This design comes from an exercise in tuning for small area, a short achievable clock period and few clock cycles on the open sky130 flow, not from production work.
The RTL was checked by simulation tests, not by an equivalence proof against the original design.

==> run a <==
// riscv_trainy_soc
module riscv_trainy_soc
(
	input         clock,
	input         reset,
	output [31:0] mem_read_address,
	output        mem_read,
	input  [31:0] mem_read_data,
	input         mem_read_ready,
	output [31:0] mem_write_address,
	output        mem_write,
	output [31:0] mem_write_data
);
Settings: LEC_CHECK=0, CAP_MARGIN=20, CORE_MARGIN=2, CORE_UTILIZATION=55, SETUP_SLACK_MARGIN=5, SLEW_MARGIN=20; clock period 14.0 ns.
run.sh (not shown) runs the stock make flow with config.mk's settings and CLKGATE_MAP_FILE= SYNTH_SCRIPT=/design/flow/synth_recipe.tcl, a recipe that flattens the netlist after the stock synthesis.
==> run b (differences from run a) <==
--- a/flow/design.v
+++ b/flow/design.v
@@ -17,16 +17,19 @@
 reg [31:2] fpc;        
 reg        inflight;   
 reg        rv;         
 reg [31:0] ir;
 reg [31:2] rpc;
+reg [15:1] r_s1, r_s2;  
 reg        xv;         
 reg [31:0] xa, xb;     
 reg [31:0] xc;         
 reg [3:0]  x_rd;
 reg [2:0]  x_f3;
 reg        x_wr, x_load, x_store, x_br, x_jalr, x_md, x_link, x_sub, x_arith, x_pred;
+reg        x_mdmul, x_asgn, x_bsgn, x_mdhi;   
+reg        x_shl;      
 reg        m_req;      
 reg        m_resp;     
 reg        m_load;     
 reg [31:2] m_addr;
 reg [1:0]  m_off;
@@ -39,15 +42,16 @@
 reg [5:0]  md_cnt;
 reg [32:0] hi;
 reg [31:0] lo;
 reg        md_swap, md_neg;
 reg        md_mulr, md_bneg, md_selhi, md_ysgn;   
+reg        md_sp, md_spa, md_sp1;   
 reg [31:0] rf [1:15];
 wire [32:0] sum = {1'b0, xa} + {1'b0, xb ^ {32{x_sub}}} + {32'd0, x_sub};
 wire ltu = !sum[32];
 wire lt  = (xa[31] ^ xb[31]) ? xa[31] : sum[31];
-wire sh_left = !x_f3[2];
+wire sh_left = x_shl;
 wire [31:0] sh_in = sh_left ? rev32(xa) : xa;
 wire sh_fill = x_arith & xa[31] & !sh_left;
 wire [32:0] sh_wide = $signed({sh_fill, sh_in}) >>> xb[4:0];
 wire [31:0] sh_res = sh_left ? rev32(sh_wide[31:0]) : sh_wide[31:0];
 reg [31:0] alu;
@@ -65,49 +69,35 @@
 end
 wire eq = xa == xb;
 wire taken = (x_f3[2] ? (x_f3[1] ? ltu : lt) : eq) ^ x_f3[0];
 wire x_jump = x_jalr | (x_br & (taken ^ x_pred));
 wire [31:2] x_target = x_jalr ? sum[31:2] : xc[31:2];
-wire md_mul = !x_f3[2];
-wire a_sgn = md_mul ? (x_f3 != 3'd3) : !x_f3[0];
-wire b_sgn = md_mul ? (x_f3[1] == 1'b0) : !x_f3[0];
+wire md_mul = x_mdmul;
+wire a_sgn = x_asgn;
+wire b_sgn = x_bsgn;
 wire a_neg = a_sgn & xa[31];
 wire b_neg = b_sgn & xb[31];
-wire md_sel_hi = md_mul ? (x_f3[1:0] != 2'd0) : x_f3[1];
+wire md_sel_hi = x_mdhi;
 wire a_small = a_neg ? (&xa[31:16]) : ~|xa[31:16];
 wire b_small = b_neg ? (&xb[31:16]) : ~|xb[31:16];
 wire swap_now = !b_small & a_small;
 wire [31:0] mx_now = swap_now ? xa : xb;
 wire mx_neg_now = swap_now ? a_neg : b_neg;
 wire [31:0] ysrc = md_swap ? xb : xa;
 wire [33:0] y34 = {{2{md_ysgn & ysrc[31]}}, ysrc};
 wire [33:0] nb34 = md_bneg ? {{2{xb[31]}}, xb} : ~{2'b00, xb};
 wire nb_cin = !md_bneg;
 wire md_start = xv & x_md & !md_busy & !md_done;
-reg [33:0] add_a, add_b;
-reg        add_c;
-always @(*) begin
-	add_a = 34'd0; add_b = 34'd0; add_c = 1'b0;
-	if (md_ph == 2'd0) begin
-		add_a = {2'b00, ~lo}; add_c = 1'b1;
-	end else if (md_ph == 2'd1) begin
-		if (md_mulr) begin
-			add_a = {hi[32], hi}; add_b = lo[0] ? y34 : 34'd0;
-		end else begin
-			add_a = {1'b0, hi[31:0], lo[31]}; add_b = nb34; add_c = nb_cin;
-		end
-	end else begin
-		if (md_selhi) begin
-			add_a = {1'b0, ~hi}; add_c = md_mulr ? (lo == 32'd0) : 1'b1;
-		end else begin
-			add_a = {2'b00, ~lo}; add_c = 1'b1;
-		end
-	end
-end
-wire [33:0] md_sum = add_a + add_b + {33'd0, add_c};
+wire [33:0] mul_sum = {hi[32], hi} + (lo[0] ? y34 : 34'd0);
+wire [33:0] div_t = {1'b0, hi[31:0], lo[31]} + nb34 + {33'd0, nb_cin};
+wire div_ge = !div_t[33];
 wire [36:0] skip_t = {1'b0, hi[31:0], lo[31:28]} + {{3{nb34[33]}}, nb34} + {36'd0, nb_cin};
 wire div_skip4 = skip_t[36] && md_cnt[5:2] != 4'd0;
+wire neg_hi = md_ph[1] & md_selhi;
+wire [31:0] neg_in = neg_hi ? hi[31:0] : lo;
+wire neg_c = !(neg_hi & md_mulr) | (lo == 32'd0);
+wire [31:0] neg_out = ~neg_in + {31'd0, neg_c};
 wire [31:0] a1 = a_neg ? ~xa : xa;
 wire [31:0] b1 = b_neg ? ~xb : xb;
 wire lt1 = a1 < b1;
 wire a_is_not_b = (xa ^ xb) == 32'hffffffff;
 wire ab_sum0 = (xa ^ xb) == {xa[30:0] | xb[30:0], 1'b0};
@@ -115,12 +105,16 @@
 wire a_zero = xa == 32'd0;
 wire b_zero = xb == 32'd0;
 wire mul_skip8 = lo[7:0] == 8'd0 && md_cnt[5:3] != 3'd0;
 wire mul_skip4 = lo[3:0] == 4'd0 && md_cnt[5:2] != 4'd0;
 wire [5:0] cnt_next = md_mulr ? (mul_skip8 ? md_cnt - 6'd8 : mul_skip4 ? md_cnt - 6'd4 : md_cnt - 6'd1)
-                             : (div_skip4 ? md_cnt - 6'd4 : md_cnt - 6'd1);
-wire [31:0] md_res = md_selhi ? hi[31:0] : lo;
+                              : (div_skip4 ? md_cnt - 6'd4 : md_cnt - 6'd1);
+wire [32:0] hi_mul = mul_skip8 ? {{8{hi[32]}}, hi[32:8]} : mul_skip4 ? {{4{hi[32]}}, hi[32:4]} : mul_sum[33:1];
+wire [31:0] lo_mul = mul_skip8 ? {hi[7:0], lo[31:8]} : mul_skip4 ? {hi[3:0], lo[31:4]} : {mul_sum[0], lo[31:1]};
+wire [32:0] hi_div = div_skip4 ? {1'b0, hi[27:0], lo[31:28]} : div_ge ? {1'b0, div_t[31:0]} : {hi[31:0], lo[31]};
+wire [31:0] lo_div = div_skip4 ? {lo[27:0], 4'd0} : {lo[30:0], div_ge};
+wire [31:0] md_res = md_sp ? (md_spa ? xa : {32{md_sp1}}) : md_selhi ? hi[31:0] : lo;
 wire [31:0] x_res = x_link ? xc : x_md ? md_res : alu;
 wire m_busy = m_req | m_resp;
 wire x_stall = ((x_load | x_store) & m_busy) | (m_resp & m_load) | (x_md & !md_done);
 wire x_done = xv & !x_stall;
 wire x_redirect = x_done & x_jump;
@@ -157,50 +151,24 @@
 		md_swap <= swap_now;
 		md_mulr <= md_mul;
 		md_bneg <= b_neg;
 		md_selhi <= md_sel_hi;
 		md_ysgn <= swap_now ? b_sgn : a_sgn;
-		if (md_mul) begin
-			hi <= 33'd0;
-			lo <= (a_zero | b_zero) ? 32'd0 : mx_now;
-			md_neg <= mx_neg_now;
-		end else begin
-			hi <= (b_zero | quick_lt) ? {1'b0, xa} : 33'd0;
-			lo <= b_zero ? 32'hffffffff : quick_lt ? 32'd0 : xa;
-			md_neg <= x_f3[1] ? a_neg : (a_neg ^ b_neg);
-		end
+		md_sp <= md_mul ? (a_zero | b_zero) : (b_zero | quick_lt);
+		md_spa <= !md_mul & md_sel_hi;
+		md_sp1 <= !md_mul & !md_sel_hi & b_zero;
+		hi <= 33'd0;
+		lo <= md_mul ? mx_now : xa;
+		md_neg <= md_mul ? mx_neg_now : md_sel_hi ? a_neg : (a_neg ^ b_neg);
 	end else if (md_busy) begin
-		if (md_ph == 2'd0) begin
-			lo <= md_sum[31:0];
-		end else if (md_ph == 2'd1) begin
+		if (md_ph == 2'd1) begin
 			md_cnt <= cnt_next;
-			if (md_mulr) begin
-				if (mul_skip8) begin
-					hi <= {{8{hi[32]}}, hi[32:8]};
-					lo <= {hi[7:0], lo[31:8]};
-				end else if (mul_skip4) begin
-					hi <= {{4{hi[32]}}, hi[32:4]};
-					lo <= {hi[3:0], lo[31:4]};
-				end else begin
-					hi <= md_sum[33:1];
-					lo <= {md_sum[0], lo[31:1]};
-				end
-			end else begin
-				if (div_skip4) begin
-					hi <= {1'b0, hi[27:0], lo[31:28]};
-					lo <= {lo[27:0], 4'd0};
-				end else if (!md_sum[33]) begin
-					hi <= {1'b0, md_sum[31:0]};
-					lo <= {lo[30:0], 1'b1};
-				end else begin
-					hi <= {hi[31:0], lo[31]};
-					lo <= {lo[30:0], 1'b0};
-				end
-			end
+			hi <= md_mulr ? hi_mul : hi_div;
+			lo <= md_mulr ? lo_mul : lo_div;
 		end else begin
-			if (md_selhi) hi <= {1'b0, md_sum[31:0]};
-			else lo <= md_sum[31:0];
+			if (neg_hi) hi <= {1'b0, neg_out};
+			else lo <= neg_out;
 		end
 	end
 end
 wire [6:0] op  = ir[6:0];
 wire [2:0] f3  = ir[14:12];
@@ -224,12 +192,20 @@
 wire rd_nz = rd != 4'd0;
 wire r_wr = (is_lui | is_auipc | is_jal | is_jalr | is_op | is_opimm) & rd_nz;
 wire r_ld = is_load & rd_nz;
 wire r_uses_rs1 = !(is_lui | is_auipc | is_jal);
 wire r_uses_rs2 = is_op | is_br | is_store;
-wire [31:0] rf1 = (rs1 == 4'd0) ? 32'd0 : rf[rs1];
-wire [31:0] rf2 = (rs2 == 4'd0) ? 32'd0 : rf[rs2];
+reg [31:0] rf1, rf2;
+integer ri;
+always @(*) begin
+	rf1 = 32'd0;
+	rf2 = 32'd0;
+	for (ri = 1; ri < 16; ri = ri + 1) begin
+		rf1 = rf1 | (rf[ri] & {32{r_s1[ri]}});
+		rf2 = rf2 | (rf[ri] & {32{r_s2[ri]}});
+	end
+end
 wire r_pred = is_jal | (is_br & ir[31]);
 wire [31:2] r_tgt = rpc + (is_jal ? imm_j[31:2] : imm_b[31:2]);
 wire [31:2] r_pc4 = rpc + 30'd1;
 wire x_fwd = xv & x_wr;
 wire byp1 = x_fwd & (x_rd == rs1);
@@ -242,15 +218,16 @@
 wire sel_c = byp2 & is_store;
 wire load_x = xv & x_load;
 wire load_m = m_busy & m_load;
 wire hz_x = load_x & ((r_uses_rs1 & rs1 == x_rd) | (r_uses_rs2 & rs2 == x_rd) | ((r_wr | r_ld) & rd == x_rd));
 wire hz_m = load_m & ((r_uses_rs1 & rs1 == m_rd) | (r_uses_rs2 & rs2 == m_rd) | ((r_wr | r_ld) & rd == m_rd));
-wire r_go = rv & !hz_x & !hz_m & x_free & !x_redirect;
+wire r_adv = rv & !hz_x & !hz_m & x_free;
+wire r_go = r_adv & !x_redirect;
 wire r_redirect = r_go & r_pred;
-wire r_free = !rv | r_go;
+wire r_free = !rv | r_adv;    
 always @(posedge clock) begin
-	if (r_go) begin
+	if (r_adv) begin
 		xa <= sel_a ? x_res : a_pre;
 		xb <= sel_b ? x_res : b_pre;
 		xc <= sel_c ? x_res : c_pre;
 		x_rd <= rd;
 		x_f3 <= (is_lui | is_auipc) ? 3'd0 : f3;
@@ -262,17 +239,24 @@
 		x_md <= is_op & ir[25];
 		x_link <= is_jal | is_jalr;
 		x_sub <= is_br | ((is_op | is_opimm) & (f3 == 3'd2 || f3 == 3'd3)) | (is_op & f3 == 3'd0 & ir[30]);
 		x_arith <= ir[30];
 		x_pred <= r_pred;
+		x_mdmul <= !f3[2];
+		x_shl <= !f3[2];
+		x_asgn <= !f3[2] ? (f3 != 3'd3) : !f3[0];
+		x_bsgn <= !f3[2] ? !f3[1] : !f3[0];
+		x_mdhi <= !f3[2] ? (f3[1:0] != 2'd0) : f3[1];
 	end
 end
-wire squash = x_redirect | r_redirect;
-wire accept = inflight & r_free;
-wire rewind = inflight & !squash & (!r_free | !mem_read_ready);
 wire issue = !m_req;
 wire [31:2] fpc_m1 = fpc - 30'd1;
+wire accept = inflight & r_free;
+wire squash = x_redirect | r_redirect;
+wire rewind = inflight & !squash & (!r_free | !mem_read_ready);
+wire [15:0] i_s1 = 16'd1 << mem_read_data[18:15];
+wire [15:0] i_s2 = 16'd1 << mem_read_data[23:20];
 assign mem_read = 1'b1;
 assign mem_read_address = {m_req ? m_addr : fpc, 2'b00};
 always @(posedge clock or posedge reset) begin
 	if (reset) begin
 		fpc <= 30'd0;
@@ -293,18 +277,20 @@
 			fpc <= fpc + 30'd1;
 			inflight <= 1'b1;
 		end else begin
 			inflight <= 1'b0;
 		end
-		rv <= (rv & !r_go & !x_redirect) | (accept & !squash & mem_read_ready);
+		rv <= (rv & !r_adv & !x_redirect) | (accept & !squash & mem_read_ready);
 		xv <= (xv & !x_done) | r_go;
 	end
 end
 always @(posedge clock) begin
 	if (accept) begin
 		ir <= mem_read_data;
 		rpc <= fpc_m1;
+		r_s1 <= i_s1[15:1];
+		r_s2 <= i_s2[15:1];
 	end
 end
 wire do_load = x_done & x_load;
 wire do_sub  = x_done & x_store & !x_f3[1];
 wire do_sw   = x_done & x_store & x_f3[1];
==> comparison <==
Against run a, the final cell count of run b is higher by about 6%.
Against run b, the die area of run a is smaller by 0.58%.
Register-to-register slack: run a is lower than run b (0.48 ns).
Against run b, the area after synthesis of run a is smaller by 0.59%.
Sequential share of layout area: run a is lower than run b (0.79 points).
Between run a and run b, the lower routed wire length is in run a (gap about 2.3%, measured against run b).
Between run a and run b, the lower global-route usage is in run b (gap 0.30 points).
Worst hold slack: run b is worse than run a (0.034 ns).
Testbench counts of run a, summed over its fixed seeds: cycles 213,654.
Testbench counts of run b, summed over its fixed seeds: cycles 213,654.

==> port drivers added, routing unchanged <==
In the flow no input, the clock included, has a driving cell. The finished layouts below were timed again as built, in two steps. Step 1 sets driving cells, clkbuf_16 on the clock port and buf_2 on the other inputs (assumed; they add their load-dependent delay and slew). Step 2 times the ports against the registers' clock, not the clock port: input delays grow and output delays shrink by t, the midpoint of the rising clock arrivals with the driver on. Slacks: no drivers / after step 1 / after step 2; pairs: no drivers / after step 1.
run	t, ns	setup WS [ns]	worst setup path after step 2
run a	0.804	7.064 / 7.064 / 7.064	register to register
run b	0.776	7.539 / 7.539 / 7.539	register to register
After both steps setup and hold are still met in every run listed.
